Background: an optimization exercise with open tools, aiming at small area, a short achievable clock period and few clock cycles. Do not read the settings as production practice. No run shown here included a check of the RTL's function; only the layout flow was run.

## flow/design.v (module list and top-level ports; edited modules follow where they fit)
// module RFC_CORDIC_exp: 283 lines
// module RFC_CORDIC_div: 133 lines
// module Dual_mode_neuron: 511 lines
// module mul27_cs4: 911 lines
module Dual_mode_neuron (
    input wire clk,
    input wire rstn,
    input wire mode,     
    input wire signed [26 : 0] i_in,    
    output wire signed [26 : 0] v,
    output reg signed [26:0] h_0,
    output reg done
);
  // ...
==> flow/run.sh <==
#!/bin/bash
# synth_recipe.tcl (not shown) runs the flow's synth.tcl, then flattens the netlist and writes it again
# the make line also repeats each setting of config.mk as NAME=value (left out here)
make -C /OpenROAD-flow-scripts/flow DESIGN_CONFIG=/design/flow/config.mk WORK_HOME=/design/flow/orfs CLKGATE_MAP_FILE= SYNTH_SCRIPT=/design/flow/synth_recipe.tcl finish
==> flow/config.mk <==
export PLATFORM = sky130hd
export DESIGN_NAME = Dual_mode_neuron
export DESIGN_NICKNAME = Dual_mode_neuron
export VERILOG_FILES = /design/flow/design.v
export SDC_FILE = /design/flow/constraint.sdc
export NUM_CORES = 8
export LEC_CHECK = 0
export CAP_MARGIN = 20
export CORE_MARGIN = 2
export CORE_UTILIZATION = 40
export PLACE_DENSITY = 0.75
export SETUP_SLACK_MARGIN = 4
export SLEW_MARGIN = 20
==> flow/constraint.sdc <==
create_clock -name core_clock -period 11.0 [get_ports {clk}]
set_input_delay 2.2000 -clock core_clock [delete_from_list [all_inputs] [get_ports {clk}]]
set_output_delay 2.2000 -clock core_clock [all_outputs]
set_load 0.01 [all_outputs]
==> flow_metrics.tcl, run 1 <==
set metrics [dict create \
    status "finished clean" \
    synth_mux_area_frac 0.0213 \
    synth_edf_count 722 \
    yosys.area_share.simple 0.140 \
    hold_viol 0 \
    dr_wl_met2_um 207000 \
    largest_reg_flops 45 \
    cp_max_fo 14 \
    crit_start "udiv.y[0]$_DFFE_PP_" \
    endpoint_kind "register" \
    hold_depth 2 \
    seq_area_mm2 0.0310 \
    stdcell_area_mm2 0.121 \
    synth-seq-cells 1145 \
    ys_seq_area_frac 0.306 \
    num_antenna_cells 42 \
    regMostFlops "pr0" \
    grt_antenna_before_repair 52 \
    reg2reg_to "udiv.y[17]$_DFFE_PP_" \
    finalClockSkew_ns 0.0593 \
    place.gp.congestion 1.15 \
    place_area_mm2 0.107 \
    synth-adder-area-share 0.199 \
    final-clk-cell-share 0.0405 \
    multi_input_area_share 0.565 \
    multiInputGateArea_mm2 0.0684 \
    grt_pass1_vias 92600 \
    setup.worst_path.class "register to register" \
    slew_violations 0 \
    die_h_um 507 \
    grt.met1_usage 0.450 \
    clockBufferCount 178 \
]
==> module RFC_CORDIC_exp, before the edit <==
module RFC_CORDIC_exp(
    input  wire        clk,
    input  wire        rst_n,
    input  wire        start,        
    input  wire        op_leak,      
    input  wire [1:0]  op_tag,
    input  wire signed [20:0] x_init,
    input  wire        abort,        
    output wire        ready,
    output wire        cond,         
    output wire        la,           
    output wire        idone,        
    output wire [1:0]  itag,
    output wire [22:0] ires,
    output wire        ishort        
    );
    reg               fb;
    reg signed [17:0] x, y, z;
    reg        [17:0] s;            
    reg        [4:0]  it;
    reg        [4:0]  idx;          
    reg               xs;
    reg        [3:0]  ei;
    reg               lk;
    reg        [1:0]  tg;
    wire [16:1] rank;
    assign rank[16] = (z >= $signed(18'sd26369)) | (z <= -$signed(18'sd26369));
    assign rank[15] = (z >= $signed(18'sd12487)) | (z <= -$signed(18'sd12487));
    assign rank[14] = (z >= $signed(18'sd6168)) | (z <= -$signed(18'sd6168));
    assign rank[13] = (z >= $signed(18'sd3075)) | (z <= -$signed(18'sd3075));
    assign rank[12] = (z >= $signed(18'sd1537)) | (z <= -$signed(18'sd1537));
    assign rank[11] = (z >= $signed(18'sd768)) | (z <= -$signed(18'sd768));
    assign rank[10] = (z >= $signed(18'sd384)) | (z <= -$signed(18'sd384));
    assign rank[9] = (z >= $signed(18'sd192)) | (z <= -$signed(18'sd192));
    assign rank[8] = (z >= $signed(18'sd96)) | (z <= -$signed(18'sd96));
    assign rank[7] = (z >= $signed(18'sd48)) | (z <= -$signed(18'sd48));
    assign rank[6] = (z >= $signed(18'sd24)) | (z <= -$signed(18'sd24));
    assign rank[5] = (z >= $signed(18'sd12)) | (z <= -$signed(18'sd12));
    assign rank[4] = (z >= $signed(18'sd6)) | (z <= -$signed(18'sd6));
    assign rank[3] = (z >= $signed(18'sd3)) | (z <= -$signed(18'sd3));
    assign rank[2] = (z >= $signed(18'sd1)) | (z <= -$signed(18'sd1));
    assign rank[1] = 1'b1;
    wire [16:1] oh;    
    assign oh[1] = rank[16];
    assign oh[2] = rank[15] & ~rank[16];
    assign oh[3] = rank[14] & ~rank[15];
    assign oh[4] = rank[13] & ~rank[14];
    assign oh[5] = rank[12] & ~rank[13];
    assign oh[6] = rank[11] & ~rank[12];
    assign oh[7] = rank[10] & ~rank[11];
    assign oh[8] = rank[9] & ~rank[10];
    assign oh[9] = rank[8] & ~rank[9];
    assign oh[10] = rank[7] & ~rank[8];
    assign oh[11] = rank[6] & ~rank[7];
    assign oh[12] = rank[5] & ~rank[6];
    assign oh[13] = rank[4] & ~rank[5];
    assign oh[14] = rank[3] & ~rank[4];
    assign oh[15] = rank[2] & ~rank[3];
    assign oh[16] = rank[1] & ~rank[2];
    wire flag = z[17];
    assign cond = fb & ((z == 18'sd0) | (z == 18'sd1) | (it == 5'd31));
    wire signed [17:0] xs1 = x >>> 1;
    wire signed [17:0] xs2 = x >>> 2;
    wire signed [17:0] xs3 = x >>> 3;
    wire signed [17:0] xs4 = x >>> 4;
    wire signed [17:0] xs5 = x >>> 5;
    wire signed [17:0] xs6 = x >>> 6;
    wire signed [17:0] xs7 = x >>> 7;
    wire signed [17:0] xs8 = x >>> 8;
    wire signed [17:0] xs9 = x >>> 9;
    wire signed [17:0] xs10 = x >>> 10;
    wire signed [17:0] xs11 = x >>> 11;
    wire signed [17:0] xs12 = x >>> 12;
    wire signed [17:0] xs13 = x >>> 13;
    wire signed [17:0] xs14 = x >>> 14;
    wire signed [17:0] xs15 = x >>> 15;
    wire signed [17:0] xs16 = x >>> 16;
    wire signed [17:0] ys1 = y >>> 1;
    wire signed [17:0] ys2 = y >>> 2;
    wire signed [17:0] ys3 = y >>> 3;
    wire signed [17:0] ys4 = y >>> 4;
    wire signed [17:0] ys5 = y >>> 5;
    wire signed [17:0] ys6 = y >>> 6;
    wire signed [17:0] ys7 = y >>> 7;
    wire signed [17:0] ys8 = y >>> 8;
    wire signed [17:0] ys9 = y >>> 9;
    wire signed [17:0] ys10 = y >>> 10;
    wire signed [17:0] ys11 = y >>> 11;
    wire signed [17:0] ys12 = y >>> 12;
    wire signed [17:0] ys13 = y >>> 13;
    wire signed [17:0] ys14 = y >>> 14;
    wire signed [17:0] ys15 = y >>> 15;
    wire signed [17:0] ys16 = y >>> 16;
    wire signed [17:0] xsh = ({18{oh[1]}} & xs1) | ({18{oh[2]}} & xs2) | ({18{oh[3]}} & xs3) | ({18{oh[4]}} & xs4) | ({18{oh[5]}} & xs5) | ({18{oh[6]}} & xs6) | ({18{oh[7]}} & xs7) | ({18{oh[8]}} & xs8) | ({18{oh[9]}} & xs9) | ({18{oh[10]}} & xs10) | ({18{oh[11]}} & xs11) | ({18{oh[12]}} & xs12) | ({18{oh[13]}} & xs13) | ({18{oh[14]}} & xs14) | ({18{oh[15]}} & xs15) | ({18{oh[16]}} & xs16);
    wire signed [17:0] ysh = ({18{oh[1]}} & ys1) | ({18{oh[2]}} & ys2) | ({18{oh[3]}} & ys3) | ({18{oh[4]}} & ys4) | ({18{oh[5]}} & ys5) | ({18{oh[6]}} & ys6) | ({18{oh[7]}} & ys7) | ({18{oh[8]}} & ys8) | ({18{oh[9]}} & ys9) | ({18{oh[10]}} & ys10) | ({18{oh[11]}} & ys11) | ({18{oh[12]}} & ys12) | ({18{oh[13]}} & ys13) | ({18{oh[14]}} & ys14) | ({18{oh[15]}} & ys15) | ({18{oh[16]}} & ys16);
    wire signed [17:0] angle = ({18{oh[1]}} & 18'd35999) | ({18{oh[2]}} & 18'd16738) | ({18{oh[3]}} & 18'd8235) | ({18{oh[4]}} & 18'd4101) | ({18{oh[5]}} & 18'd2048) | ({18{oh[6]}} & 18'd1024) | ({18{oh[7]}} & 18'd512) | ({18{oh[8]}} & 18'd256) | ({18{oh[9]}} & 18'd128) | ({18{oh[10]}} & 18'd64) | ({18{oh[11]}} & 18'd32) | ({18{oh[12]}} & 18'd16) | ({18{oh[13]}} & 18'd8) | ({18{oh[14]}} & 18'd4) | ({18{oh[15]}} & 18'd2) | ({18{oh[16]}} & 18'd1);
    wire [20:0] su0 = {~ss[20], ss[19:0]};
    wire [18:0] su2 = {~ss[20], ss[19:2]};
    wire [18:0] sw2 = sgates[19] ? su2 : 19'd0;
    wire [17:0] su3 = {~ss[20], ss[19:3]};
    wire [17:0] sw3 = sgates[18] ? su3 : 18'd0;
    wire [16:0] su4 = {~ss[20], ss[19:4]};
    wire [16:0] sw4 = sgates[17] ? su4 : 17'd0;
    wire [15:0] su5 = {~ss[20], ss[19:5]};
    wire [15:0] sw5 = sgates[16] ? su5 : 16'd0;
    wire [14:0] su6 = {~ss[20], ss[19:6]};
    wire [14:0] sw6 = sgates[15] ? su6 : 15'd0;
    wire [13:0] su7 = {~ss[20], ss[19:7]};
    wire [13:0] sw7 = sgates[14] ? su7 : 14'd0;
    wire [12:0] su8 = {~ss[20], ss[19:8]};
    wire [12:0] sw8 = sgates[13] ? su8 : 13'd0;
    wire [11:0] su9 = {~ss[20], ss[19:9]};
    wire [11:0] sw9 = sgates[12] ? su9 : sgates[11] ? ~su9 : 12'd0;
    wire [10:0] su10 = {~ss[20], ss[19:10]};
    wire [10:0] sw10 = sgates[10] ? su10 : 11'd0;
    wire [9:0] su11 = {~ss[20], ss[19:11]};
    wire [9:0] sw11 = sgates[9] ? su11 : sgates[8] ? ~su11 : 10'd0;
    wire [8:0] su12 = {~ss[20], ss[19:12]};
    wire [8:0] sw12 = sgates[7] ? su12 : sgates[6] ? ~su12 : 9'd0;
    wire [7:0] su13 = {~ss[20], ss[19:13]};
    wire [7:0] sw13 = sgates[5] ? su13 : 8'd0;
    wire [6:0] su14 = {~ss[20], ss[19:14]};
    wire [6:0] sw14 = sgates[4] ? su14 : sgates[3] ? ~su14 : 7'd0;
    wire [5:0] su15 = {~ss[20], ss[19:15]};
    wire [5:0] sw15 = sgates[2] ? su15 : 6'd0;
    wire [4:0] su16 = {~ss[20], ss[19:16]};
    wire [4:0] sw16 = sgates[1] ? su16 : sgates[0] ? ~su16 : 5'd0;
    wire [20:0] out = su0 + sw2 + sw3 + sw4 + sw5 + sw6 + sw7 + sw8 + sw9 + sw10 + sw11 + sw12 + sw13 + sw14 + sw15 + sw16 + ssc;
    wire [21:0] eo_e_t1 = {~eo[22], eo[21:1]};
    wire [19:0] eo_e_t3 = {~eo[22], eo[21:3]};
    wire [18:0] eo_e_t4 = {~eo[22], eo[21:4]};
    wire [17:0] eo_e_t5 = {~eo[22], eo[21:5]};
    wire [11:0] eo_e_t11_u = {~eo[22], eo[21:11]};
    wire [11:0] eo_e_t11 = ~eo_e_t11_u;
    wire [6:0] eo_e_t16 = {~eo[22], eo[21:16]};
    wire [4:0] eo_e_t18 = {~eo[22], eo[21:18]};
    wire [2:0] eo_e_t20 = {~eo[22], eo[21:20]};
    wire [22:0] eo_e = {eo[21:0], 1'b0} + eo_e_t1 + eo_e_t3 + eo_e_t4 + eo_e_t5 + eo_e_t11 + eo_e_t16 + eo_e_t18 + eo_e_t20 + 23'd5371821;
    wire [20:0] eo_ie_t2 = {~eo[22], eo[21:2]};
    wire [19:0] eo_ie_t3 = {~eo[22], eo[21:3]};
    wire [15:0] eo_ie_t7_u = {~eo[22], eo[21:7]};
    wire [15:0] eo_ie_t7 = ~eo_ie_t7_u;
    wire [11:0] eo_ie_t11 = {~eo[22], eo[21:11]};
    wire [9:0] eo_ie_t13 = {~eo[22], eo[21:13]};
    wire [6:0] eo_ie_t16 = {~eo[22], eo[21:16]};
    wire [4:0] eo_ie_t18 = {~eo[22], eo[21:18]};
    wire [2:0] eo_ie_t20 = {~eo[22], eo[21:20]};
    wire [1:0] eo_ie_t21 = {~eo[22], eo[21:21]};
    wire [22:0] eo_ie = eo_ie_t2 + eo_ie_t3 + eo_ie_t7 + eo_ie_t11 + eo_ie_t13 + eo_ie_t16 + eo_ie_t18 + eo_ie_t20 + eo_ie_t21 + 23'd6780331;
    wire signed [17:0] x_n = flag ? x - ysh : x + ysh;
    wire signed [17:0] y_n = flag ? y - xsh : y + xsh;
    wire        [17:0] s_n = flag ? s - xsh - ysh : s + xsh + ysh;
    wire signed [17:0] z_n = flag ? z + angle : z - angle;
    wire        [4:0]  idx_n = idx + {oh[4], oh[3], oh[2], 1'b0, oh[1]};
    wire        [4:0]  it_n = it + 5'd1;
    assign la = fb & ~cond & ((z_n == 18'sd0) | (z_n == 18'sd1) | (it_n == 5'd31));
    reg               ib;
    reg               isc;          
    reg        [17:0] ssr;          
    reg        [19:0] sgates;       
    reg        [20:0] ssc;          
    wire signed [20:0] ss = {3'b000, ssr};
    reg signed [22:0] eo;
    reg        [3:0]  eic;
    reg               isg;
    reg        [1:0]  itg;
    reg               ish;
    wire ilast = ib & ~isc & (eic == 4'd0);
    wire ifree = ~ib | ilast;
    reg  hand;                      
    wire lah   = la & ifree;        
    wire fin   = cond & (hand | ifree);
    assign ready = ~fb | fin;
    assign idone = ilast;
    assign itag  = itg;
    assign ires  = eo;
    assign ishort = ish;
    wire        [17:0] s_h  = cond ? s : s_n;
    wire        [4:0]  idx_h = cond ? idx : idx_n;
    wire        [4:0]  it_h = cond ? it : it_n;
    wire hgp2 = (idx_h == 5'd10);
    wire hgp3 = (idx_h == 5'd1) | (idx_h == 5'd5) | (idx_h == 5'd9) | (idx_h == 5'd13) | (idx_h == 5'd17) | (idx_h == 5'd21) | (idx_h == 5'd25);
    wire hgp4 = (idx_h == 5'd5) | (idx_h == 5'd10) | (idx_h == 5'd13) | (idx_h == 5'd21);
    wire hgp5 = (idx_h == 5'd1) | (idx_h == 5'd4) | (idx_h == 5'd9) | (idx_h == 5'd10) | (idx_h == 5'd12) | (idx_h == 5'd17) | (idx_h == 5'd20) | (idx_h == 5'd25);
    wire hgp6 = (idx_h == 5'd13);
    wire hgp7 = (idx_h == 5'd8) | (idx_h == 5'd9) | (idx_h == 5'd12) | (idx_h == 5'd21) | (idx_h == 5'd24) | (idx_h == 5'd25);
    wire hgp8 = (idx_h == 5'd5) | (idx_h == 5'd20);
    wire hgp9 = (idx_h == 5'd12) | (idx_h == 5'd16) | (idx_h == 5'd24) | (idx_h == 5'd25);
    wire hgn9 = (idx_h == 5'd1) | (idx_h == 5'd13);
    wire hgp10 = (idx_h == 5'd4) | (idx_h == 5'd5);
    wire hgp11 = (idx_h == 5'd4) | (idx_h == 5'd13) | (idx_h == 5'd17);
    wire hgn11 = (idx_h == 5'd20) | (idx_h == 5'd21);
    wire hgp12 = (idx_h == 5'd1) | (idx_h == 5'd13) | (idx_h == 5'd17);
    wire hgn12 = (idx_h == 5'd9);
    wire hgp13 = (idx_h == 5'd1) | (idx_h == 5'd5) | (idx_h == 5'd10) | (idx_h == 5'd20) | (idx_h == 5'd24);
    wire hgp14 = (idx_h == 5'd4) | (idx_h == 5'd8) | (idx_h == 5'd21) | (idx_h == 5'd25);
    wire hgn14 = (idx_h == 5'd12) | (idx_h == 5'd17);
    wire hgp15 = (idx_h == 5'd1) | (idx_h == 5'd5) | (idx_h == 5'd8);
    wire hgp16 = (idx_h == 5'd4) | (idx_h == 5'd5) | (idx_h == 5'd20) | (idx_h == 5'd25);
    wire hgn16 = (idx_h == 5'd24);
    reg [20:0] hsc;
    always @(*) begin
        case (idx_h)
            5'd1: hsc = 21'd882273;
            5'd4: hsc = 21'd1014192;
            5'd5: hsc = 21'd846672;
            5'd8: hsc = 21'd1040288;
            5'd9: hsc = 21'd876289;
            5'd10: hsc = 21'd688000;
            5'd12: hsc = 21'd1005505;
            5'd13: hsc = 21'd832769;
            5'd16: hsc = 21'd1046528;
            5'd17: hsc = 21'd883905;
            5'd20: hsc = 21'd1011057;
            5'd21: hsc = 21'd843201;
            5'd24: hsc = 21'd1038193;
            5'd25: hsc = 21'd874416;
            default: hsc = 21'd1048576;
        endcase
    end
    wire [19:0] hgates = {hgp2, hgp3, hgp4, hgp5, hgp6, hgp7, hgp8, hgp9, hgn9, hgp10, hgp11, hgn11, hgp12, hgn12, hgp13, hgp14, hgn14, hgp15, hgp16, hgn16};
    always @(posedge clk or negedge rst_n) begin
        if (!rst_n)         hand <= 1'b0;
        else if (start)     hand <= 1'b0;
        else if (lah & ~abort) hand <= 1'b1;
    end
    wire        [3:0]  ei_load = lk ? (ei - it_h[3:0]) : ei;
    always @(posedge clk or negedge rst_n) begin
        if (!rst_n)                 fb <= 1'b0;
        else if (start)             fb <= 1'b1;
        else if (abort)             fb <= 1'b0;
        else if (fin)               fb <= 1'b0;
    end
    always @(posedge clk) begin
        if (start) begin
            lk <= op_leak;
            tg <= op_tag;
            it <= 5'd0;
            idx <= 5'd0;
            xs <= x_init[20];
            ei <= x_init[20] ? ~x_init[19:16] : x_init[19:16];
            x <= 18'sd65536;
            y <= 18'sd0;
            s <= 18'd65536;
            z <= {{2{x_init[20]}}, x_init[15:0]};
        end
        else if (fb & ~cond) begin
            x <= x_n;
            y <= y_n;
            s <= s_n;
            z <= z_n;
            it <= it_n;
            idx <= idx_n;
        end
    end
    wire iload = (lah | (cond & ~hand & ifree)) & ~abort;
    always @(posedge clk or negedge rst_n) begin
        if (!rst_n)                 ib <= 1'b0;
        else if (abort)             ib <= 1'b0;
        else if (iload)             ib <= 1'b1;
        else if (ilast)             ib <= 1'b0;
    end
    always @(posedge clk) begin
        if (iload) begin
            isc <= 1'b1;
            ssr <= s_h;
            sgates <= hgates;
            ssc <= hsc;
            eic <= ei_load;
            isg <= xs;
            itg <= tg;
            ish <= (it_h == 5'd0 && ei <= 4'd1) || (it_h == 5'd1 && ei == 4'd0);
        end
        else if (ib & isc) begin
            eo  <= {2'b00, out};
            isc <= 1'b0;
        end
        else if (ib & ~ilast) begin
            eo <= isg ? eo_ie : eo_e;    
            eic <= eic - 4'd1;
        end
    end
endmodule
==> run 2: changes to the inputs <==
--- a/flow/design.v
+++ b/flow/design.v
@@ -148,34 +148,35 @@
     wire [1:0] eo_ie_t21 = {~eo[22], eo[21:21]};
     wire [22:0] eo_ie = eo_ie_t2 + eo_ie_t3 + eo_ie_t7 + eo_ie_t11 + eo_ie_t13 + eo_ie_t16 + eo_ie_t18 + eo_ie_t20 + eo_ie_t21 + 23'd6780331;
     wire signed [17:0] x_n = flag ? x - ysh : x + ysh;
     wire signed [17:0] y_n = flag ? y - xsh : y + xsh;
     wire        [17:0] s_n = flag ? s - xsh - ysh : s + xsh + ysh;
     wire signed [17:0] z_n = flag ? z + angle : z - angle;
     wire        [4:0]  idx_n = idx + {oh[4], oh[3], oh[2], 1'b0, oh[1]};
     wire        [4:0]  it_n = it + 5'd1;
-    assign la = fb & ~cond & ((z_n == 18'sd0) | (z_n == 18'sd1) | (it_n == 5'd31));
+    wire z_last = (z == -18'sd35999) | (z == -18'sd35998) | (z == -18'sd16738) | (z == -18'sd16737) | (z == -18'sd8235) | (z == -18'sd8234) | (z == -18'sd4101) | (z == -18'sd4100) | (z == -18'sd2048) | (z == -18'sd2047) | (z == -18'sd1024) | (z == -18'sd1023) | (z == -18'sd512) | (z == -18'sd511) | (z == -18'sd256) | (z == -18'sd255) | (z == -18'sd128) | (z == -18'sd127) | (z == -18'sd64) | (z == -18'sd63) | (z == -18'sd32) | (z == -18'sd31) | (z == -18'sd16) | (z == -18'sd15) | (z == -18'sd8) | (z == -18'sd7) | (z == -18'sd4) | (z == -18'sd3) | (z == -18'sd2) | (z == -18'sd1) | (z == 18'sd2) | (z == 18'sd4) | (z == 18'sd5) | (z == 18'sd8) | (z == 18'sd9) | (z == 18'sd16) | (z == 18'sd17) | (z == 18'sd32) | (z == 18'sd33) | (z == 18'sd64) | (z == 18'sd65) | (z == 18'sd128) | (z == 18'sd129) | (z == 18'sd256) | (z == 18'sd257) | (z == 18'sd512) | (z == 18'sd513) | (z == 18'sd1024) | (z == 18'sd1025) | (z == 18'sd2048) | (z == 18'sd2049) | (z == 18'sd4101) | (z == 18'sd4102) | (z == 18'sd8235) | (z == 18'sd8236) | (z == 18'sd16738) | (z == 18'sd16739) | (z == 18'sd35999) | (z == 18'sd36000);    
+    assign la = fb & ~cond & (z_last | (it == 5'd30));
     reg               ib;
     reg               isc;          
     reg        [17:0] ssr;          
     reg        [19:0] sgates;       
     reg        [20:0] ssc;          
     wire signed [20:0] ss = {3'b000, ssr};
     reg signed [22:0] eo;
     reg        [3:0]  eic;
     reg               isg;
     reg        [1:0]  itg;
     reg               ish;
     wire ilast = ib & ~isc & (eic == 4'd0);
     wire ifree = ~ib | ilast;
     reg  hand;                      
     wire lah   = la & ifree;        
     wire fin   = cond & (hand | ifree);
-    assign ready = ~fb | fin;
+    assign ready = ~fb | fin | lah;    
     assign idone = ilast;
     assign itag  = itg;
     assign ires  = eo;
     assign ishort = ish;
     wire        [17:0] s_h  = cond ? s : s_n;
     wire        [4:0]  idx_h = cond ? idx : idx_n;
     wire        [4:0]  it_h = cond ? it : it_n;
     wire hgp2 = (idx_h == 5'd10);
@@ -434,40 +435,49 @@
 reg                pflag;            
 reg                vflag;            
 reg                bflag;            
 reg  signed [26:0] ma, mb;
 reg         [2:0]  mtag;             
 reg         [44:0] pr0, pr1, pr2, pr3;
 reg                psg;
 reg         [2:0]  tag1;
-reg  signed [26:0] MO_X, MO_M, MO_N;
-reg                mvM, mvN;
+reg  signed [26:0] MO_X, MO_M, MO_N, MO_H;
+reg                mvM, mvN, mvH;
 wire [44:0] pr0_n, pr1_n, pr2_n, pr3_n;
 mul27_cs4 mul (.a(ma), .b(mb), .r0(pr0_n), .e1r(pr1_n), .e2r(pr2_n), .e3r(pr3_n));
 wire [44:0] psum = pr0 + pr1 + pr2 + pr3;
 wire signed [26:0] mres = {psg, psum[44:19]};
 always @(posedge clk) begin
     pr0 <= pr0_n;
     pr1 <= pr1_n;
     pr2 <= pr2_n;
     pr3 <= pr3_n;
     psg <= (ma != 27'sd0) & (mb != 27'sd0) & (ma[26] ^ mb[26]);
     if (tag1 == 3'd1) MO_X <= mres;
     if (tag1 == 3'd2) MO_M <= mres;
     if (tag1 == 3'd4) MO_N <= mres;
+    if (tag1 == 3'd5) MO_H <= mres;
 end
+wire t1 = (tag1 == 3'd1), t2 = (tag1 == 3'd2), t4 = (tag1 == 3'd4), t5 = (tag1 == 3'd5);
+wire signed [26:0] PX = t1 ? mres : MO_X;
+wire signed [26:0] PM = t2 ? mres : MO_M;
+wire signed [26:0] PN = t4 ? mres : MO_N;
+wire signed [26:0] PH = t5 ? mres : MO_H;
 always @(posedge clk or negedge rstn) begin
     if (!rstn) tag1 <= 3'd0;
     else       tag1 <= mtag;
 end
 reg  signed [26:0] aa, ab;
 reg                asub;
 wire signed [26:0] asum = aa + (asub ? ~ab : ab) + {26'd0, asub};
-reg  signed [26:0] AO_X, AO_M, AO_N;
+reg  signed [26:0] ba, bb;
+reg                bsub;
+wire signed [26:0] bsum = ba + (bsub ? ~bb : bb) + {26'd0, bsub};
+reg  signed [26:0] AO_X, AO_M, AO_N, AO_H;
 reg  [20:0] SX1, SX2, SX3, SX4;
 reg  [3:0]  sxv;                 
 reg  [1:0]  xp;                  
 reg  [20:0] SD1x, SD1y, SD2x, SD2y, SD3y;
 reg         sd1xv, sd1yv, sd2xv, sd2yv, sd3yv;
 reg  [1:0]  dp;                  
 reg  [22:0] R1, R2, R3, R4, RD1, RD2, RD3;
 reg  [3:0]  rxv;                 
@@ -544,194 +554,220 @@
 wire signed [26:0] d2r = ext(RD2);
 wire signed [26:0] d3r = ext(RD3);
 wire [23:0] t2b = {e2r[26], e2r[22:0]};
 wire [20:0] t3b = {e3r[26], e3r[19:0]};
 wire [23:0] t2c = {e4r[26], e4r[22:0]};
 wire signed [26:0] beta_n = { {6{t3b[20]}} , t3b} >>> 3;
 wire signed [26:0] beta_m = { {3{t2c[23]}} , t2c} <<< 2;
 wire signed [26:0] ah_ext = { {6{TAH[20]}} , TAH};
-wire [20:0] sl_n   = ~{MO_X[26], MO_X[22:3]};                        
+wire [20:0] sl_n   = ~{PX[26], PX[22:3]};                        
 wire [20:0] ou_x1  = sl_n + 21'd1 - 21'd196608;                     
 wire [20:0] ou_x23 = sl_n + 21'd1;                                  
-wire signed [26:0] mneg = -MO_X;
+wire signed [26:0] mneg = -PX;
 wire [20:0] ou_x4  = {mneg[26], mneg[22:3]};                        
 localparam [4:0]
     XT0 = 5'd0,  XT1 = 5'd1,  XT2 = 5'd2,  XT3 = 5'd3,                 
     XT4 = 5'd4,  XT5 = 5'd5,  XT6 = 5'd6,  XT7 = 5'd7,                 
-    XH0 = 5'd8,  XH1 = 5'd9,  XH2 = 5'd10, XH3 = 5'd11, XH4 = 5'd12, XH5 = 5'd13, XH6 = 5'd14,  
-    XV1 = 5'd15, XV3 = 5'd16, XV5 = 5'd17,                             
-    XP0 = 5'd18, XQ0 = 5'd19,                                          
+    XP0 = 5'd18,                                                       
     H0 = 5'd20, H1 = 5'd21, H2 = 5'd22, H3 = 5'd23, H4 = 5'd24, H5 = 5'd25, H6 = 5'd26, H7 = 5'd27,
     AX = 5'd28, AXS = 5'd29, S1 = 5'd30, S2 = 5'd31;
 localparam [3:0]
     YA0 = 4'd0,  YA1 = 4'd1,                                           
     YM0 = 4'd2,  YM1 = 4'd3,  YM2 = 4'd4,  YM3 = 4'd5,  YM4 = 4'd6,  YM5 = 4'd7,  YM6 = 4'd8,
     YP0 = 4'd9;                                                        
 localparam [3:0]
     YN0 = 4'd0,  YN1 = 4'd1,  YN2 = 4'd2,  YN3 = 4'd3,  YN4 = 4'd4,
     YK0 = 4'd5,  YK1 = 4'd6,  YK2 = 4'd7,  YK3 = 4'd8,  YK4 = 4'd9;
-localparam [1:0]
-    Z0  = 2'd0, Z1  = 2'd1, Z2  = 2'd2;                                
+localparam [2:0]
+    Z0  = 3'd0, Z1  = 3'd1, Z2  = 3'd2,                                
+    ZA0 = 3'd3, ZA1 = 3'd4;                                            
+localparam [3:0]
+    HH0 = 4'd0, HH1 = 4'd1, HH2 = 4'd2, HH3 = 4'd3, HH4 = 4'd4, HH5 = 4'd5,   
+    HV1 = 4'd6, HV3 = 4'd7, HV5 = 4'd8,                                 
+    HQ0 = 4'd9;                                                        
 reg [4:0] pcX;
 reg [3:0] pcM;
 reg [3:0] pcN;
-reg [1:0] pcZ;
+reg [2:0] pcZ;
+reg [3:0] pcH;
+reg       vr;            
+reg       xtb;           
 reg       xfirst;        
 reg       nfirst;        
 reg       tah_v;         
 reg       mvX;
 reg               okX, umX, uaX;  reg signed [26:0] maX, mbX, aaX, abX; reg asX;
 reg               okM, umM, uaM;  reg signed [26:0] maM, mbM, aaM, abM; reg asM;
 reg               okN, umN, uaN;  reg signed [26:0] maN, mbN, aaN, abN; reg asN;
 reg               okZ, umZ, uaZ;  reg signed [26:0] maZ, mbZ, aaZ, abZ; reg asZ;
+reg               okH, umH, uaH;  reg signed [26:0] maH, mbH, aaH, abH; reg asH;
 reg       sp_c1, sp_c2, sp_e0;
 wire signed [26:0] tb_p   = (pcX == AX) ? 27'sd0 : e1r;
 wire signed [26:0] tb_q   = (pcX == AX) ? Vm : AO_X;
 wire signed [26:0] tb_n   = tb_p + tb_q + $signed(27'd26214400);
 wire        [20:0] x_new  = {ACC[26], ACC[23:4]} - $signed(21'd452706);
 wire               esp    = ACC >= $signed('d10485760);
 wire signed [26:0] a0_vr  = $signed(-27'b0_0111010_0000000000000000000) + $signed(27'd26214400);
 wire        [20:0] x_vr   = {a0_vr[26], a0_vr[23:4]} - $signed(21'd452706);
 wire        [3:0]  ei_new = x_new[20] ? ~x_new[19:16] : x_new[19:16];
 wire               vneg   = AO_X[26];
+wire        [20:0] x_newc = {tb_n[26], tb_n[23:4]} - $signed(21'd452706);
+wire               espc   = tb_n >= $signed('d10485760);
+wire               vnegc  = bsum[26];
+wire        [3:0]  ei_newc = x_newc[20] ? ~x_newc[19:16] : x_newc[19:16];
 always @(*) begin
     okX = 1'b1; umX = 1'b0; uaX = 1'b0;
     maX = 27'sd0; mbX = 27'sd0; aaX = 27'sd0; abX = 27'sd0; asX = 1'b0;
     ad_start = 1'b0; ad_x = x_new; ad_leak = 1'b0; ad_abort = 1'b0;
     case (pcX)
     XP0: begin uaX = mode; aaX = Vm; end
-    XT0: begin okX = ~(|sxv) & ~sd1xv & ~sd2xv;
-               umX = 1'b1; maX = $signed(27'd52429); mbX = AO_X;
-               uaX = 1'b1; aaX = AO_X; abX = $signed(27'd31457280); end
-    XT1: begin okX = mvX; umX = 1'b1; maX = AO_X; mbX = $signed(27'd29127); end
-    XT2: begin okX = mvX; umX = 1'b1; maX = AO_X; mbX = $signed(27'd6554); end
-    XT3: begin okX = mvX; umX = 1'b1; maX = AO_X; mbX = $signed(27'd26215);
+    XT0: begin okX = ~(|sxv) & ~sd1xv & ~sd2xv & (vr | xfirst);
+               umX = 1'b1; maX = $signed(27'd52429); mbX = Vm;
+               uaX = 1'b1; aaX = Vm; abX = $signed(27'd31457280); end
+    XT1: begin okX = mvX | t1; umX = 1'b1; maX = AO_X; mbX = $signed(27'd29127); end
+    XT2: begin okX = mvX | t1; umX = 1'b1; maX = AO_X; mbX = $signed(27'd6554); end
+    XT3: begin okX = mvX | t1; umX = 1'b1; maX = AO_X; mbX = $signed(27'd26215);
                uaX = 1'b1; aaX = Vm; abX = $signed(27'd26214400); end
-    XT4: begin okX = mvX; umX = 1'b1; maX = AO_X; mbX = $signed(27'd5243);
+    XT4: begin okX = mvX | t1; umX = 1'b1; maX = AO_X; mbX = $signed(27'd5243);
                uaX = 1'b1; aaX = Vm; abX = $signed(27'd18350080); end
-    XT5: begin okX = mvX; umX = 1'b1; maX = AO_X; mbX = $signed(27'd52429);
+    XT5: begin okX = mvX | t1; umX = 1'b1; maX = AO_X; mbX = $signed(27'd52429);
                uaX = 1'b1; aaX = $signed(-27'd25910313); abX = Vm; asX = 1'b1; end
-    XT6: begin okX = mvX; umX = 1'b1; maX = $signed(27'd157286); mbX = AO_X >>> 7; end
-    XT7: begin okX = mvX & ~bflag; uaX = 1'b1; aaX = Vm; abX = { {6{MO_X[26]}}, MO_X[26], MO_X[19:0]}; end
-    XQ0: begin okX = pflag; umX = 1'b1; maX = MO_M; mbX = h_0; end
-    XH0: begin okX = rdv[2] & tah_v; uaX = 1'b1; aaX = ah_ext; abX = d3r; end
-    XH1: begin umX = 1'b1; maX = AO_X; mbX = h_0; end
-    XH2: ;
-    XH3: begin okX = mvX; uaX = 1'b1; aaX = ah_ext; abX = MO_X; asX = 1'b1; end
-    XH4: begin uaX = 1'b1; aaX = AO_X >>> 7; abX = h_0; end
-    XH5: ;
-    XH6: begin okX = pflag; umX = 1'b1; maX = MO_M; mbX = h_0; end
-    XV1: begin okX = mvX; umX = 1'b1; maX = MO_X; mbX = $signed(27'd62914560);
-               uaX = 1'b1; aaX = $signed(27'd28898755); abX = Vm; asX = 1'b1; end
-    XV3: begin okX = mvX & aflag; umX = 1'b1; maX = MO_X; mbX = AO_X >>> 7;
-               uaX = 1'b1; aaX = ACC; abX = i_in; end
-    XV5: begin okX = mvX; uaX = 1'b1; aaX = AO_X; abX = MO_X; end
-    H0: begin umX = 1'b1; maX = $signed(27'd349); mbX = Vm; end
-    H1: begin umX = 1'b1; maX = $signed(27'd524113); mbX = m_0; end
+    XT6: begin okX = mvX | t1; umX = 1'b1; maX = $signed(27'd157286); mbX = AO_X >>> 7; end
+    XT7: begin okX = (mvX | t1) & ~bflag; uaX = 1'b1; aaX = Vm; abX = { {6{PX[26]}}, PX[26], PX[19:0]}; end
+    H0: begin umX = 1'b1; maX = $signed(27'd524113); mbX = m_0; end
+    H1: begin umX = 1'b1; maX = $signed(27'd349); mbX = Vm; end
     H2: begin umX = 1'b1; maX = $signed(27'd524025); mbX = Vm; uaX = 1'b1; aaX = MO_X; abX = $signed(27'd24466); end
     H3: begin umX = 1'b1; maX = $signed(-27'd53); mbX = m_0; uaX = 1'b1; aaX = MO_X; abX = AO_X; end
     H4: begin uaX = 1'b1; aaX = MO_X; abX = i_in; end
     H5: begin uaX = 1'b1; aaX = MO_X >>> 1; abX = AO_X; end
-    H6: begin okX = r1_ok; uaX = 1'b1; aaX = e1r; abX = AO_X; end
-    H7: begin ad_start = 1'b1; ad_x = vneg ? x_new : x_vr; end
+    H6: begin okX = r1_ok; uaX = 1'b1; aaX = e1r; abX = AO_X;
+              ad_start = 1'b1; ad_x = vnegc ? x_newc : x_vr; end
+    H7: begin umX = 1'b1; maX = $signed(27'd524113); mbX = m_0; end     
     AX: ;
     AXS: begin ad_start = 1'b1; ad_x = x_new; end
     S1: ;
     S2: begin ad_abort = ~(sp_c1 & sp_e0);
               ad_start = ~(sp_c1 & sp_e0); ad_x = x_vr;
               ad_leak = sp_c1 | sp_c2; end
     default: ;
     endcase
 end
 always @(*) begin
     okM = 1'b1; umM = 1'b0; uaM = 1'b0;
     maM = 27'sd0; mbM = 27'sd0; aaM = 27'sd0; abM = 27'sd0; asM = 1'b0;
     case (pcM)
     YP0: begin umM = 1'b1; maM = m_0; mbM = m_0; end
-    YA0: begin okM = rxv[1] & ~tah_v & ~pflag; umM = 1'b1; maM = { {3{t2b[23]}} , t2b}; mbM = $signed(27'd36700); end
-    YA1: begin okM = mvM; end
     YM0: begin okM = rdv[1] & rxv[3]; uaM = 1'b1; aaM = d2r; abM = beta_m; end
-    YM1: begin umM = 1'b1; maM = AO_M; mbM = m_0; end
-    YM2: begin okM = mvM; uaM = 1'b1; aaM = d2r; abM = MO_M; asM = 1'b1; end
+    YM1: begin okM = ~pflag; umM = 1'b1; maM = AO_M; mbM = m_0; end
+    YM2: begin okM = mvM | t2; uaM = 1'b1; aaM = d2r; abM = PM; asM = 1'b1; end
     YM3: begin uaM = 1'b1; aaM = AO_M >>> 7; abM = m_0; end
     YM4: begin umM = 1'b1; maM = AO_M; mbM = AO_M; end
     YM5: begin okM = mvM; umM = 1'b1; maM = MO_M; mbM = m_0; end
-    YM6: begin okM = mvM; end
+    YM6: begin okM = mvM | t2; end
     default: ;
     endcase
 end
 always @(*) begin
     okN = 1'b1; umN = 1'b0; uaN = 1'b0;
     maN = 27'sd0; mbN = 27'sd0; aaN = 27'sd0; abN = 27'sd0; asN = 1'b0;
     case (pcN)
     YN0: begin okN = rdv[0] & rxv[2]; uaN = 1'b1; aaN = d1r; abN = beta_n; end
     YN1: begin umN = 1'b1; maN = AO_N; mbN = n_0; end
-    YN2: begin okN = mvN; uaN = 1'b1; aaN = d1r; abN = MO_N; asN = 1'b1; end
+    YN2: begin okN = mvN | t4; uaN = 1'b1; aaN = d1r; abN = PN; asN = 1'b1; end
     YN3: begin uaN = 1'b1; aaN = AO_N >>> 7; abN = n_0; end
     YN4: begin umN = 1'b1; maN = nfirst ? n_0 : AO_N; mbN = nfirst ? n_0 : AO_N; end
     YK0: begin okN = vflag | nfirst; uaN = 1'b1; aaN = $signed(-27'd37822136); abN = Vm; asN = 1'b1; end
     YK1: begin okN = mvN; umN = 1'b1; maN = MO_N; mbN = MO_N; end
     YK2: begin okN = mvN; umN = 1'b1; maN = MO_N; mbN = $signed(27'd18874368); end
     YK3: begin okN = mvN; umN = 1'b1; maN = MO_N; mbN = AO_N >>> 7; end
-    YK4: begin okN = mvN & bflag & ~aflag;
-               uaN = 1'b1; aaN = ACC; abN = { {4{MO_N[26]}}, MO_N[26], MO_N[21:0]}; end
+    YK4: begin okN = (mvN | t4) & bflag & ~aflag;
+               uaN = 1'b1; aaN = ACC; abN = { {4{PN[26]}}, PN[26], PN[21:0]}; end
     default: ;
     endcase
 end
 always @(*) begin
     okZ = 1'b1; umZ = 1'b0; uaZ = 1'b0;
     maZ = 27'sd0; mbZ = 27'sd0; aaZ = 27'sd0; abZ = 27'sd0; asZ = 1'b0;
     case (pcZ)
     Z0: begin okZ = r1_ok & ~sd2yv & ~sd1yv & ~sd3yv;
               umZ = 1'b1; maZ = e1r; mbZ = $signed(27'd70955);
               uaZ = 1'b1; aaZ = $signed(27'd524288); abZ = e1r; end
     Z1: begin umZ = 1'b1; maZ = ext(R1); mbZ = $signed(27'd317997);
               uaZ = 1'b1; aaZ = $signed(27'd524288); abZ = mres; asZ = 1'b1; end
     Z2: begin uaZ = 1'b1; aaZ = $signed(27'd524288); abZ = mres; asZ = 1'b1; end
+    ZA0: begin okZ = rxv[1] & ~tah_v; umZ = 1'b1; maZ = { {3{t2b[23]}} , t2b}; mbZ = $signed(27'd36700); end
+    ZA1: ;
+    default: ;
+    endcase
+end
+always @(*) begin
+    okH = 1'b1; umH = 1'b0; uaH = 1'b0;
+    maH = 27'sd0; mbH = 27'sd0; aaH = 27'sd0; abH = 27'sd0; asH = 1'b0;
+    case (pcH)
+    HQ0: begin okH = pflag; umH = 1'b1; maH = MO_M; mbH = h_0; end
+    HH0: begin okH = rdv[2] & tah_v; uaH = 1'b1; aaH = ah_ext; abH = d3r; end
+    HH1: begin umH = 1'b1; maH = AO_H; mbH = h_0; end
+    HH2: ;
+    HH3: begin okH = mvH | t5; uaH = 1'b1; aaH = ah_ext; abH = PH; asH = 1'b1; end
+    HH4: begin uaH = 1'b1; aaH = AO_H >>> 7; abH = h_0; end
+    HH5: begin okH = pflag; umH = 1'b1; maH = MO_M; mbH = AO_H; end
+    HV1: begin okH = mvH; umH = 1'b1; maH = MO_H; mbH = $signed(27'd62914560);
+               uaH = 1'b1; aaH = $signed(27'd28898755); abH = Vm; asH = 1'b1; end
+    HV3: begin okH = mvH & aflag; umH = 1'b1; maH = MO_H; mbH = AO_H >>> 7;
+               uaH = 1'b1; aaH = ACC; abH = i_in; end
+    HV5: begin okH = (mvH | t5) & ~vr & ~xtb & ~vflag; uaH = 1'b1; aaH = AO_H; abH = PH; end
     default: ;
     endcase
 end
 wire hh = mode;
-wire rZ = hh & okZ, rX = okX, rM = hh & okM, rN = hh & okN;
+wire rZ = hh & okZ, rH = hh & okH, rX = okX, rM = hh & okM, rN = hh & okN;
 wire sMZ = rZ & umZ;
-wire sMX = rX & umX & ~sMZ;
-wire sMM = rM & umM & ~sMZ & ~(rX & umX);
-wire sMN = rN & umN & ~sMZ & ~(rX & umX) & ~(rM & umM);
+wire sMH = rH & umH & ~sMZ;
+wire sMX = rX & umX & ~sMZ & ~(rH & umH);
+wire sMM = rM & umM & ~sMZ & ~(rH & umH) & ~(rX & umX);
+wire sMN = rN & umN & ~sMZ & ~(rH & umH) & ~(rX & umX) & ~(rM & umM);
 wire sAZ = rZ & uaZ;
-wire sAX = rX & uaX & ~sAZ;
-wire sAM = rM & uaM & ~sAZ & ~(rX & uaX);
-wire sAN = rN & uaN & ~sAZ & ~(rX & uaX) & ~(rM & uaM);
+wire sAM = rM & uaM & ~sAZ;
+wire sAN = rN & uaN & ~sAZ & ~(rM & uaM);
+wire sAH = rH & uaH;
+wire sAX = rX & uaX & ~(rH & uaH);
 wire gZ = rZ & (~umZ | sMZ) & (~uaZ | sAZ);
+wire gH = rH & (~umH | sMH) & (~uaH | sAH);
 wire gX = rX & (~umX | sMX) & (~uaX | sAX);
 wire gM = rM & (~umM | sMM) & (~uaM | sAM);
 wire gN = rN & (~umN | sMN) & (~uaN | sAN);
 assign xgo = gX;
 always @(*) begin
-    ma = sMZ ? maZ : sMX ? maX : sMM ? maM : maN;
-    mb = sMZ ? mbZ : sMX ? mbX : sMM ? mbM : mbN;
-    mtag = (sMZ & gZ) ? 3'd3 : (sMX & gX) ? 3'd1 : (sMM & gM) ? 3'd2 : (sMN & gN) ? 3'd4 : 3'd0;
-    aa = sAZ ? aaZ : sAX ? aaX : sAM ? aaM : aaN;
-    ab = sAZ ? abZ : sAX ? abX : sAM ? abM : abN;
-    asub = sAZ ? asZ : sAX ? asX : sAM ? asM : asN;
+    ma = sMZ ? maZ : sMH ? maH : sMX ? maX : sMM ? maM : maN;
+    mb = sMZ ? mbZ : sMH ? mbH : sMX ? mbX : sMM ? mbM : mbN;
+    mtag = (sMZ & gZ) ? 3'd3 : (sMH & gH) ? 3'd5 : (sMX & gX) ? 3'd1 : (sMM & gM) ? 3'd2 : (sMN & gN) ? 3'd4 : 3'd0;
+    aa = sAZ ? aaZ : sAM ? aaM : aaN;
+    ab = sAZ ? abZ : sAM ? abM : abN;
+    asub = sAZ ? asZ : sAM ? asM : asN;
+    ba = sAH ? aaH : aaX;
+    bb = sAH ? abH : abX;
+    bsub = sAH ? asH : asX;
 end
 always @(posedge clk or negedge rstn) begin
     if (!rstn) begin
-        mvX <= 1'b0; mvM <= 1'b0; mvN <= 1'b0;
+        mvX <= 1'b0; mvM <= 1'b0; mvN <= 1'b0; mvH <= 1'b0;
     end
     else begin
+        if (gH & umH) mvH <= 1'b0; else if (tag1 == 3'd5) mvH <= 1'b1;
         if (gX & umX) mvX <= 1'b0; else if (tag1 == 3'd1) mvX <= 1'b1;
         if (gM & umM) mvM <= 1'b0; else if (tag1 == 3'd2) mvM <= 1'b1;
         if (gN & umN) mvN <= 1'b0; else if (tag1 == 3'd4) mvN <= 1'b1;
     end
 end
 always @(posedge clk) begin
-    if (gX & uaX) AO_X <= asum;
+    if (gX & uaX) AO_X <= bsum;
     if (gM & uaM) AO_M <= asum;
     if (gN & uaN) AO_N <= asum;
+    if (gH & uaH) AO_H <= bsum;
 end
 function [4:0] succX;
     input [4:0] p;
     begin
         case (p)
             5'd0: succX = 5'd1;
             5'd1: succX = 5'd2;
             5'd2: succX = 5'd3;
@@ -791,85 +827,92 @@
     end
 endfunction
 always @(posedge clk or negedge rstn) begin
     if (!rstn) begin
         pcX <= XP0;
         pcM <= YP0;
         pcN <= YN4;
         pcZ <= Z0;
+        pcH <= HQ0;
         xfirst <= 1'b1;
         nfirst <= 1'b1;
     end
     else begin
         if (gX) begin
             case (pcX)
                 XP0:  pcX <= mode ? XT0 : AX;
-                XT7:  pcX <= xfirst ? XQ0 : XH0;
-                XQ0:  begin pcX <= XV1; xfirst <= 1'b0; end
-                XH5:  pcX <= XH6;
-                XH6:  pcX <= XV1;
-                XV1:  pcX <= XV3;
-                XV3:  pcX <= XV5;
-                XV5:  pcX <= XT0;
-                H7:   pcX <= (vneg & esp) ? S1 : H0;
+                XT7:  begin pcX <= XT0; xfirst <= 1'b0; end
+                H6:   pcX <= (vnegc & espc) ? S1 : H7;
+                H7:   pcX <= H1;
                 AXS:  pcX <= esp ? S1 : H0;
                 S2:   pcX <= H0;
                 default: pcX <= succX(pcX);
             endcase
         end
         if (gM) begin
             case (pcM)
                 YP0:  pcM <= YM5;
-                YA1:  pcM <= YM0;
-                YM6:  pcM <= YA0;
+                YM6:  pcM <= YM0;
                 default: pcM <= succ4(pcM);
             endcase
         end
         if (gN) begin
             case (pcN)
                 YK4:  begin pcN <= YN0; nfirst <= 1'b0; end
                 default: pcN <= succ4(pcN);
             endcase
         end
-        if (gZ) pcZ <= (pcZ == Z0) ? Z1 : (pcZ == Z1) ? Z2 : Z0;
+        if (gZ) pcZ <= (pcZ == Z0) ? Z1 : (pcZ == Z1) ? Z2 : (pcZ == Z2) ? ZA0 : (pcZ == ZA0) ? ZA1 : Z0;
+        if (gH) begin
+            case (pcH)
+                HQ0:  pcH <= HV1;
+                HH1:  pcH <= HH3;
+                HH5:  pcH <= HV1;
+                HV1:  pcH <= HV3;
+                HV3:  pcH <= HV5;
+                HV5:  pcH <= HH0;
+                default: pcH <= succ4(pcH);
+            endcase
+        end
     end
 end
 always @(posedge clk) begin
     if (gX) case (pcX)
         XT1: SX1 <= ou_x1;
         XT2: SX4 <= ou_x4;
         XT3: SX3 <= ou_x23;
         XT4: SX2 <= ou_x23;
-        XT5: SD1x <= { {6{MO_X[26]}}, MO_X[19:5]};
-        XT6: SD2x <= { {3{MO_X[26]}}, MO_X[22:5]};
-        XT7: ACC <= asum;
+        XT5: SD1x <= { {6{PX[26]}}, PX[19:5]};
+        XT6: SD2x <= { {3{PX[26]}}, PX[22:5]};
+        XT7: ACC <= bsum;
         H6:  ACC <= tb_n;
         AX:  ACC <= tb_n;
         default: ;
     endcase
-    if (gM && pcM == YA1) TAH <= {MO_M[26], MO_M[19:0]};
+    if (gZ && pcZ == ZA1) TAH <= {mres[26], mres[19:0]};
     if (gN && pcN == YK4) ACC <= asum;
     if (gZ) case (pcZ)
         Z0:  SD3y <= {asum[26], asum[24:5]};
         Z1:  SD1y <= {asum[26], asum[24:5]};     
         Z2:  SD2y <= {asum[26], asum[24:5]};     
         default: ;
     endcase
 end
 wire [3:0] sx_set = (gX && pcX == XT1) ? 4'b0001 : (gX && pcX == XT2) ? 4'b1000 :
                     (gX && pcX == XT3) ? 4'b0100 : (gX && pcX == XT4) ? 4'b0010 : 4'b0000;
-wire [3:0] rx_clr = {(gM && pcM == YM0), (gN && pcN == YN0), (gM && pcM == YA0), (gZ && pcZ == Z1) | (gX && pcX == H6)};
-wire [2:0] rd_clr = {(gX && pcX == XH0), (gM && pcM == YM2), (gN && pcN == YN2)};
+wire [3:0] rx_clr = {(gM && pcM == YM0), (gN && pcN == YN0), (gZ && pcZ == ZA0), (gZ && pcZ == Z1) | (gX && pcX == H6)};
+wire [2:0] rd_clr = {(gH && pcH == HH0), (gM && pcM == YM2), (gN && pcN == YN2)};
 always @(posedge clk or negedge rstn) begin
     if (!rstn) begin
         sxv <= 4'd0;
         sd1xv <= 1'b0; sd1yv <= 1'b0; sd2xv <= 1'b0; sd2yv <= 1'b0; sd3yv <= 1'b0;
         rxv <= 4'd0; rdv <= 3'd0;
         aflag <= 1'b0; pflag <= 1'b0; vflag <= 1'b0; bflag <= 1'b0; tah_v <= 1'b0;
+        vr <= 1'b0; xtb <= 1'b0;
     end
     else begin
         sxv <= (sxv & ~(hx_start ? (4'd1 << xtag) : 4'd0)) | sx_set;
         if (hd_start && dtag == 2'd0) begin sd1xv <= 1'b0; sd1yv <= 1'b0; end
         else begin
             if (gX && pcX == XT5) sd1xv <= 1'b1;
             if (gZ && pcZ == Z1)  sd1yv <= 1'b1;
         end
@@ -878,52 +921,59 @@
             if (gX && pcX == XT6) sd2xv <= 1'b1;
             if (gZ && pcZ == Z2)  sd2yv <= 1'b1;
         end
         if (hd_start && dtag == 2'd2) sd3yv <= 1'b0;
         else if (gZ && pcZ == Z0)     sd3yv <= 1'b1;
         rxv <= (rxv | (x_idone ? (4'd1 << x_itag) : 4'd0)) & ~rx_clr;
         rdv <= (rdv | (d_fdone ? (3'd1 << d_ftag) : 3'd0)) & ~rd_clr;
         if (gN && pcN == YK4) aflag <= 1'b1;
-        else if (gX && pcX == XV3) aflag <= 1'b0;
+        else if (gH && pcH == HV3) aflag <= 1'b0;
         if (gM && pcM == YM6) pflag <= 1'b1;
-        else if (gX && (pcX == XH6 || pcX == XQ0)) pflag <= 1'b0;
-        if (gX && pcX == XT0 && !xfirst) vflag <= 1'b1;
+        else if (gH && (pcH == HH5 || pcH == HQ0)) pflag <= 1'b0;
+        if (gH && pcH == HV5) vflag <= 1'b1;
         else if (gN && pcN == YK0 && !nfirst) vflag <= 1'b0;
         if (gX && pcX == XT7) bflag <= 1'b1;
         else if (gN && pcN == YK4) bflag <= 1'b0;
-        if (gM && pcM == YA1) tah_v <= 1'b1;
-        else if (gX && pcX == XH3) tah_v <= 1'b0;
+        if (gZ && pcZ == ZA1) tah_v <= 1'b1;
+        else if (gH && pcH == HH3) tah_v <= 1'b0;
+        if (gH && pcH == HV5) vr <= 1'b1;
+        else if (gX && pcX == XT0) vr <= 1'b0;
+        if (gX && pcX == XT0 && mode) xtb <= 1'b1;
+        else if (gX && pcX == XT7) xtb <= 1'b0;
     end
 end
+reg x6;                  
 always @(posedge clk) begin
-    if (pcX == H7 || pcX == AXS) sp_e0 <= (ei_new == 4'd0);
+    x6 <= gX & (pcX == H6);
+    if (pcX == H6) sp_e0 <= (ei_newc == 4'd0);
+    if (pcX == AXS) sp_e0 <= (ei_new == 4'd0);
     if (pcX == S1) begin sp_c1 <= x_cond; sp_c2 <= x_la; end    
 end
 always @(posedge clk or negedge rstn) begin
     if (!rstn) begin
         Vm    <= 0;
         m_0  <= 27'b0_0000000_0000110110001010111;
         n_0  <= 27'b0_0000000_0101000101010100110;
         h_0  <= 27'b0_0000000_1001100010011010000;
         done <= 1'b0;
     end
     else begin
         done <= 1'b0;
         if (gX) case (pcX)
             XP0: if (!mode) m_0 <= 0;
-            XH5: begin h_0 <= AO_X; done <= 1'b1; end
-            XT0: Vm <= AO_X;
             H4:  m_0 <= AO_X;
             H6:  done <= 1'b1;                   
             H7:  Vm <= vneg ? AO_X : $signed(-27'b0_0111010_0000000000000000000);
-            S1:  done <= 1'b1;
+            S1:  begin done <= 1'b1; if (x6) Vm <= AO_X; end    
             S2:  Vm <= $signed(-27'b0_0111010_0000000000000000000);
             default: ;
         endcase
+        if (gH && pcH == HH5) begin h_0 <= AO_H; done <= 1'b1; end
+        if (gH && pcH == HV5) Vm <= bsum;
         if (gM && pcM == YM4) m_0 <= AO_M;
         if (gN && pcN == YN4 && !nfirst) n_0 <= AO_N;
     end
 end
 assign v = Vm;
 endmodule
 module mul27_cs4(input wire [26:0] a, input wire [26:0] b, output wire [44:0] r0, output wire [44:0] e1r, output wire [44:0] e2r, output wire [44:0] e3r);
     wire [27:0] ax = {a[26], a};
--- a/flow/config.mk
+++ b/flow/config.mk
@@ -4,10 +4,10 @@
 export VERILOG_FILES = /design/flow/design.v
 export SDC_FILE = /design/flow/constraint.sdc
 export NUM_CORES = 8
 export LEC_CHECK = 0
 export CAP_MARGIN = 20
 export CORE_MARGIN = 2
 export CORE_UTILIZATION = 40
 export PLACE_DENSITY = 0.75
-export SETUP_SLACK_MARGIN = 4
+export SETUP_SLACK_MARGIN = 3.5
 export SLEW_MARGIN = 20
==> run 2 against run 1 <==
  * Routed wire length is 10% higher
  * Clock-buffer cell count increased by 13
  * Synthesized cell count up 11%
  * Critical path depth down 15
  * Critical endpoint is now pr0[31]$_DFF_P_
  * Area after synthesis up 7.3%
  * Final cell count up 7.9%
  * Non-clock buffer count down 189
  * Die area grew 7.3%
==> flow_metrics.tcl, run 2 <==
set metrics [dict create \
    status "finished clean" \
    dp_hpwl_um 408000 \
    min_period_over_period 0.700 \
    max_freq_mhz 130 \
    wirelength_um 561000 \
    grt_pass1_vias 101000 \
    finalSetupViolations 0 \
    dpl.cell_count 15600 \
    finalClockSkew_ns 0.104 \
    drv_cap 0 \
    rows 191 \
    async_flop_share 0.140 \
    maxSlewHeadroom 0.0774 \
    holdWs_ns 0.428 \
    ys_seq_area_frac 0.292 \
    coreArea_mm2 0.271 \
    gr-usage-all-layers 0.391 \
    ys_top_cells_by_area "edfxtp_1 18%, fa_1 11%, ha_1 7.3%" \
    insertion_delay_ns 0.94 \
    cp.required_ns 11.75 \
    drtIter0Drc 18700 \
    grt_pass1_wl_um 774000 \
    via_per_inst 6.67 \
    cp_max_fo 31 \
    root_buffer "clkbuf_16" \
    synthFlopType "edfxtp_1" \
    avgSynthCellArea_um2 8.77 \
    top_regs "pr0 (45), pr1 (44), pr2 (42)" \
    synth_top_cell_by_area "edfxtp_1" \
    die_h_um 525 \
    synth-seq-cells 1208 \
    io_pins 85 \
    hold_viol 0 \
    dieWidth_um 525 \
    grt_antenna_before_repair 68 \
    hold_depth 0 \
    endpoint_kind "register" \
    grt_start_max_net_pins 102 \
    final_cells 16200 \
    place.gp.congestion 1.19 \
    regMostFlops "pr0" \
    tightest_slew_ns 1.38 \
    postRouteAntennaNets 0 \
    cp.arrival_ns 8.45 \
    synth_top_area_frac 0.185 \
    vias 108000 \
    nFillCells 25500 \
    setup.worst_path.class "register to register" \
    io_buffers 84 \
    drive_above_1_share 0.140 \
    fin_setup_tns_ns 0 \
    drc_errors 0 \
    grt_setup_unrepaired "true" \
    drt-wirelength-per-cell_um 34.6 \
    ys_warn_count 3 \
    r2r_cells 18 \
    nets 13800 \
    dr.pass1.iters 17 \
    synth_cell_types 129 \
    mostFrequentLayoutCells "1304 x nand2_1, 905 x nor2_1, 864 x a21oi_1, 771 x inv_1, 680 x buf_4" \
    cts_buffers 156 \
    start_util 0.402 \
    slew_violations 0 \
    htreeDepth 4 \
    gr-total-overflow 0 \
    path_clk_slew_ns 0.06 \
    syn2layout_area_growth_pct 15.3 \
    period_minus_slack_ns 7.70 \
    clock-sinks 1208 \
    synth_edf_count 668 \
    cts_tree "yes" \
    min_path_type "register to register" \
    syn_inst 12400 \
    largest_reg_flops 45 \
    final_common_cell "nand2_1" \
    yosysMostFrequentCell "nand2_1" \
    cts_max_path_buffers 4 \
    die_area_mm2 0.276 \
    netlist_top_cells_count "1326 x nand2_1, 945 x nor2_1, 928 x a21oi_1" \
    cp-start-kind "register" \
    synth_area_mm2 0.109 \
    syn-num-nets 13700 \
]
[run 2: what timing repair did]
| action | in CTS | in global routing |
|---|---|---|
| gates resized for setup | 243 | 362 |
| hold buffers | 0 | 0 |
| gates cloned | 3 | 5 |
| setup buffers | 104 | 155 |
| setup endpoints to repair | 291 | 226 |
| pin swaps | 47 | 119 |
[run 2: layout make-up]
cell class	instances	area (µm²)	share of cell area
Multi-Input combinational cell	9487	73500	0.587
Tap cell	3570	4470	0.0356
Inverter	809	3100	0.0247
Timing Repair Buffer	831	6870	0.0548
Sequential cell	1208	31800	0.253
Clock buffer	191	4220	0.0337
Clock inverter	90	1220	0.00971
Antenna cell	62	155	0.00124
[run 2: path summary, 6_finish.rpt]
| kind | startpoint | end | slack (ns) |
|---|---|---|---|
| worst max-delay path | pcM[3]$_DFFE_PN1P_ | pr0[31]$_DFF_P_ | 3.30 |
| worst min-delay path | uexp.ish$_DFFE_PN_ | e4s$_DFFE_PP_ | 0.43 |
| worst max register to register | pcM[3]$_DFFE_PN1P_ | pr0[31]$_DFF_P_ | 3.30 |
| worst min register to register | uexp.ish$_DFFE_PN_ | e4s$_DFFE_PP_ | 0.43 |
| max in group asynchronous | rstn | Vm[19]$_DFFE_PN0P_ | 8.31 |
| min in group asynchronous | rstn | sd2xv$_DFFE_PN0P_ | 1.38 |
[run 2: metrics by stage]
step	instance area, µm²	util	setup slack (ns)
3_5_place_dp	115000	0.425	1.37
5_1_grt	125000	0.463	3.27
6_report	125000	0.463	3.30
4_1_cts	122000	0.452	3.45
2_1_floorplan	109000	-	3.46
3_3_place_gp	115000	0.425	1.46
[run 2: per-layer routing]
| layer | vias to the layer above | GRT usage | share of wire |
|---|---|---|---|
| li1 | 44900 | - | - |
| met2 | 8697 | 0.555 | 0.40 |
| met5 | - | 0.00502 | 0.00076 |
| met1 | 52200 | 0.459 | 0.35 |
| met4 | 28 | 0.323 | 0.11 |
| met3 | 2515 | 0.161 | 0.14 |
[run 2: critical path: stages (launching register included)]
cell and delay [ns]:
dfstp_2 0.72, nor2b_1 0.27, and2_1 0.17, buf_6 0.43, or3_1 0.45, nand2_1 0.36, or4_2 0.92, a311oi_1 0.74
nor3_1 0.13, nor3_2 0.22, inv_1 0.35, ha_1 0.80, nand3_1 0.12, o21ai_0 0.18, xnor2_1 0.20, fa_1 0.48
fa_1 0.52, inv_1 0.05, fa_1 0.45
[run 2: logic make-up after synthesis]
| family | Yosys count | synth area share |
|---|---|---|
| AO/OA/AOI/OAI | 3569 | 0.217 |
| XOR/XNOR | 874 | 0.0708 |
| adder cells (fa/ha/maj) | 1275 | 0.187 |
| buffers and inverters | 1699 | 0.0615 |
| flip-flops | 1208 | 0.292 |
| multiplexers | 224 | 0.0217 |
| AND/OR/NAND/NOR | 3539 | 0.149 |
==> run 3: changes to the inputs <==
--- a/flow/config.mk
+++ b/flow/config.mk
@@ -9,5 +9,5 @@
 export CORE_MARGIN = 2
 export CORE_UTILIZATION = 40
 export PLACE_DENSITY = 0.75
-export SETUP_SLACK_MARGIN = 3.5
+export SETUP_SLACK_MARGIN = 4
 export SLEW_MARGIN = 20
==> run 3 against run 2 <==
  * Area after synthesis unchanged
  * Register-to-register slack improved by 0.12 ns
  * Largest cell class unchanged
  * Sequential share of layout area is 1.1 points lower
  * Die area stayed put
  * Flip-flop and latch count unchanged
  * Hold slack got worse by 0.00081 ns
  * Still clean on timing, DRC and antenna
==> flow_metrics.tcl, run 3 <==
set metrics [dict create \
    die_area_mm2 0.276 \
    cts_tree "yes" \
    dieWidth_um 525 \
    drive_above_1_share 0.189 \
    mostFrequentLayoutCells "1291 x nand2_1, 908 x buf_4, 877 x nor2_1, 802 x a21oi_1, 744 x inv_1" \
    final_util 0.484 \
    synth_top_cell_by_area "edfxtp_1" \
    async_flop_share 0.140 \
    cts_max_path_buffers 4 \
    critPathSlowestCell "a2111oi_4" \
    cp_max_fo 9 \
    hold_depth 0 \
    drv_cap 0 \
    maxSlewHeadroom 0.0989 \
    drt-wirelength-per-cell_um 33.8 \
    dpl.cell_count 15600 \
    yosysMostFrequentCell "nand2_1" \
    ys_seq_area_frac 0.292 \
    die_h_um 525 \
    cp-start-kind "register" \
    nFillCells 24700 \
    gr-total-overflow 0 \
    dr.pass1.iters 22 \
    top_regs "pr0 (45), pr1 (44), pr2 (42)" \
    finalClockSkew_ns 0.116 \
    netlist_top_cells_count "1326 x nand2_1, 945 x nor2_1, 928 x a21oi_1" \
    grt_pass1_wl_um 771000 \
    grt_start_max_net_pins 78 \
    synth-seq-cells 1208 \
    r2r_start "pr0[20]$_DFF_P_" \
    tightest_slew_ns 1.35 \
    place.gp.congestion 1.15 \
    coreArea_mm2 0.271 \
    syn-num-nets 13700 \
    final_common_cell "nand2_1" \
    largest_reg_flops 45 \
    cp.required_ns 11.63 \
    synth_area_mm2 0.109 \
    finalSetupViolations 0 \
    cts_buffers 152 \
    slew_violations 0 \
    reg2reg_to "uexp.z[10]$_DFFE_PP_" \
    grt_setup_unrepaired "true" \
    fin_setup_tns_ns 0 \
    postRouteAntennaNets 0 \
    setup.worst_path.class "register to register" \
    synth_cell_types 129 \
    syn2layout_area_growth_pct 20.4 \
    insertion_delay_ns 0.98 \
    endpoint_kind "register" \
    htreeDepth 4 \
    nets 14100 \
    io_pins 85 \
    start_util 0.402 \
    ys_top_cells_by_area "edfxtp_1 18%, fa_1 11%, ha_1 7.3%" \
    synth_edf_count 668 \
    grt_antenna_before_repair 75 \
    cpPeakStageDelay_ns 0.62 \
    final_cells 16600 \
    hp-start "uexp.tg[1]$_SDFFCE_PN0N_" \
    hold_viol 0 \
    status "finished clean" \
    ys_warn_count 3 \
    cp.arrival_ns 8.21 \
    synth_top_area_frac 0.185 \
    grt_pass1_vias 101000 \
    period_minus_slack_ns 7.58 \
    min_period_over_period 0.689 \
]
-- run 3: cell counts after synthesis --
No cell type changed its count.
-- run 3: area by class of cell --
cell class / count / area [µm²] / area share
clock buffer: 185 / 4090 / 0.0313
tap: 3570 / 4470 / 0.0341
multi-input combinational: 9495 / 75900 / 0.580
timing repair buffer: 1175 / 10300 / 0.0785
antenna: 103 / 258 / 0.00197
clock inverter: 85 / 835 / 0.00638
sequential: 1208 / 31800 / 0.243
timing repair inverter: 4 / 20.0 / 0.000153
inverter: 809 / 3190 / 0.0244
-- run 3: critical path: cells and delay by family, from the launching register on --
family / cells / cell delay [ns]
DFF: 1 / 0.32
AOI/OAI and AO/OA: 12 / 2.82
xor gates and xnor gates: 3 / 0.46
buffers and inverters: 5 / 0.87
and+or+nand+nor: 7 / 1.07
adders and majority gates: 4 / 1.70
-- run 3: worst max-delay path by stage --
stage / start / endpoint / slack, ns / cells past startpoint
after floorplan: mode / pr0[26]$_DFF_P_ / 3.51 / 29
after global placement: mode / uexp.z[8]$_DFFE_PP_ / 1.62 / 21
after global routing: pr1[6]$_DFF_P_ / uexp.z[10]$_DFFE_PP_ / 3.18 / 33
after CTS: uexp.sgates[9]$_DFFE_PN_ / uexp.eo[20]$_DFFE_PP_ / 3.44 / 29
final: pr0[20]$_DFF_P_ / uexp.z[10]$_DFFE_PP_ / 3.42 / 31
after detailed placement: mode / uexp.z[3]$_DFFE_PP_ / 1.62 / 21
-- run 3: cell families (layout without fill, tap and decap cells) --
| logic type | count (synthesis) | after routing | share of synthesized area |
|---|---|---|---|
| adder cells (fa/ha/maj) | 1275 | 1275 | 0.187 |
| other | 0 | 103 | 0 |
| AND/OR/NAND/NOR | 3539 | 3548 | 0.149 |
| flip-flops | 1208 | 1208 | 0.292 |
| XOR/XNOR | 874 | 878 | 0.0708 |
| AO/OA/AOI/OAI | 3569 | 3570 | 0.217 |
| multiplexers | 224 | 224 | 0.0217 |
| buffers and inverters | 1699 | 2258 | 0.0615 |
-- run 3: stage by stage --
stage | hold WS (ns) | setup slack [ns] | cell area, µm²
after floorplan | 0.400 | 3.51 | 109000
after global placement | 0.402 | 1.62 | 114000
after detailed placement | 0.411 | 1.62 | 114000
after CTS | 0.426 | 3.44 | 125000
after global routing | 0.446 | 3.18 | 131000
final | 0.427 | 3.42 | 131000
-- run 3: layer usage --
| layer | up-vias | global-route usage | share of wire |
|---|---|---|---|
| met5 | - | 0.0391 | 0.0016 |
| met4 | 44 | 0.316 | 0.11 |
| met3 | 3013 | 0.184 | 0.15 |
| met2 | 10100 | 0.533 | 0.39 |
| met1 | 53500 | 0.452 | 0.34 |
| li1 | 45700 | - | - |
-- run 3: what timing repair did --
action                     CTS  global route
cloned                      16             9
pin swaps                  218           344
setup buffers              347           316
setup endpoints to repair  422           311
gates resized for setup    645           591

[afterwards: timing with drivers on the ports]
Ports are ideal in the flow. The routed layouts listed here were re-timed in OpenROAD.
Step 1 sets driving cells, clkbuf_16 on the clock port and buf_2 on the other inputs (assumed; they add their load-dependent delay and slew).
Step 2 times the ports against the registers' clock, not the clock port: input delays grow and output delays shrink by t, the midpoint of the rising clock arrivals with the driver on.
Slacks: ideal ports / drivers / drivers and shift; pairs: ideal ports / drivers.
run | t (ns) | slack for setup (ns) | latest minus earliest clock arrival (ns) | worst register clock-pin slew, ns | worst data-port slew with drivers (ns)
run 1 | 0.968 | 3.016 / 3.016 / 2.566 | 0.059 / 0.059 | 0.08 / 0.08 | 0.05
run 2 | 0.992 | 3.299 / 3.299 / 2.396 | 0.104 / 0.105 | 0.07 / 0.07 | 0.43
run 3 | 1.036 | 3.422 / 3.422 / 2.703 | 0.116 / 0.116 | 0.08 / 0.08 | 0.32
After both steps setup and hold are still met in every run listed. For run 2, which loses most, drivers alone change the setup slack by 0.000 ns; drivers and shift together by -0.903 ns.
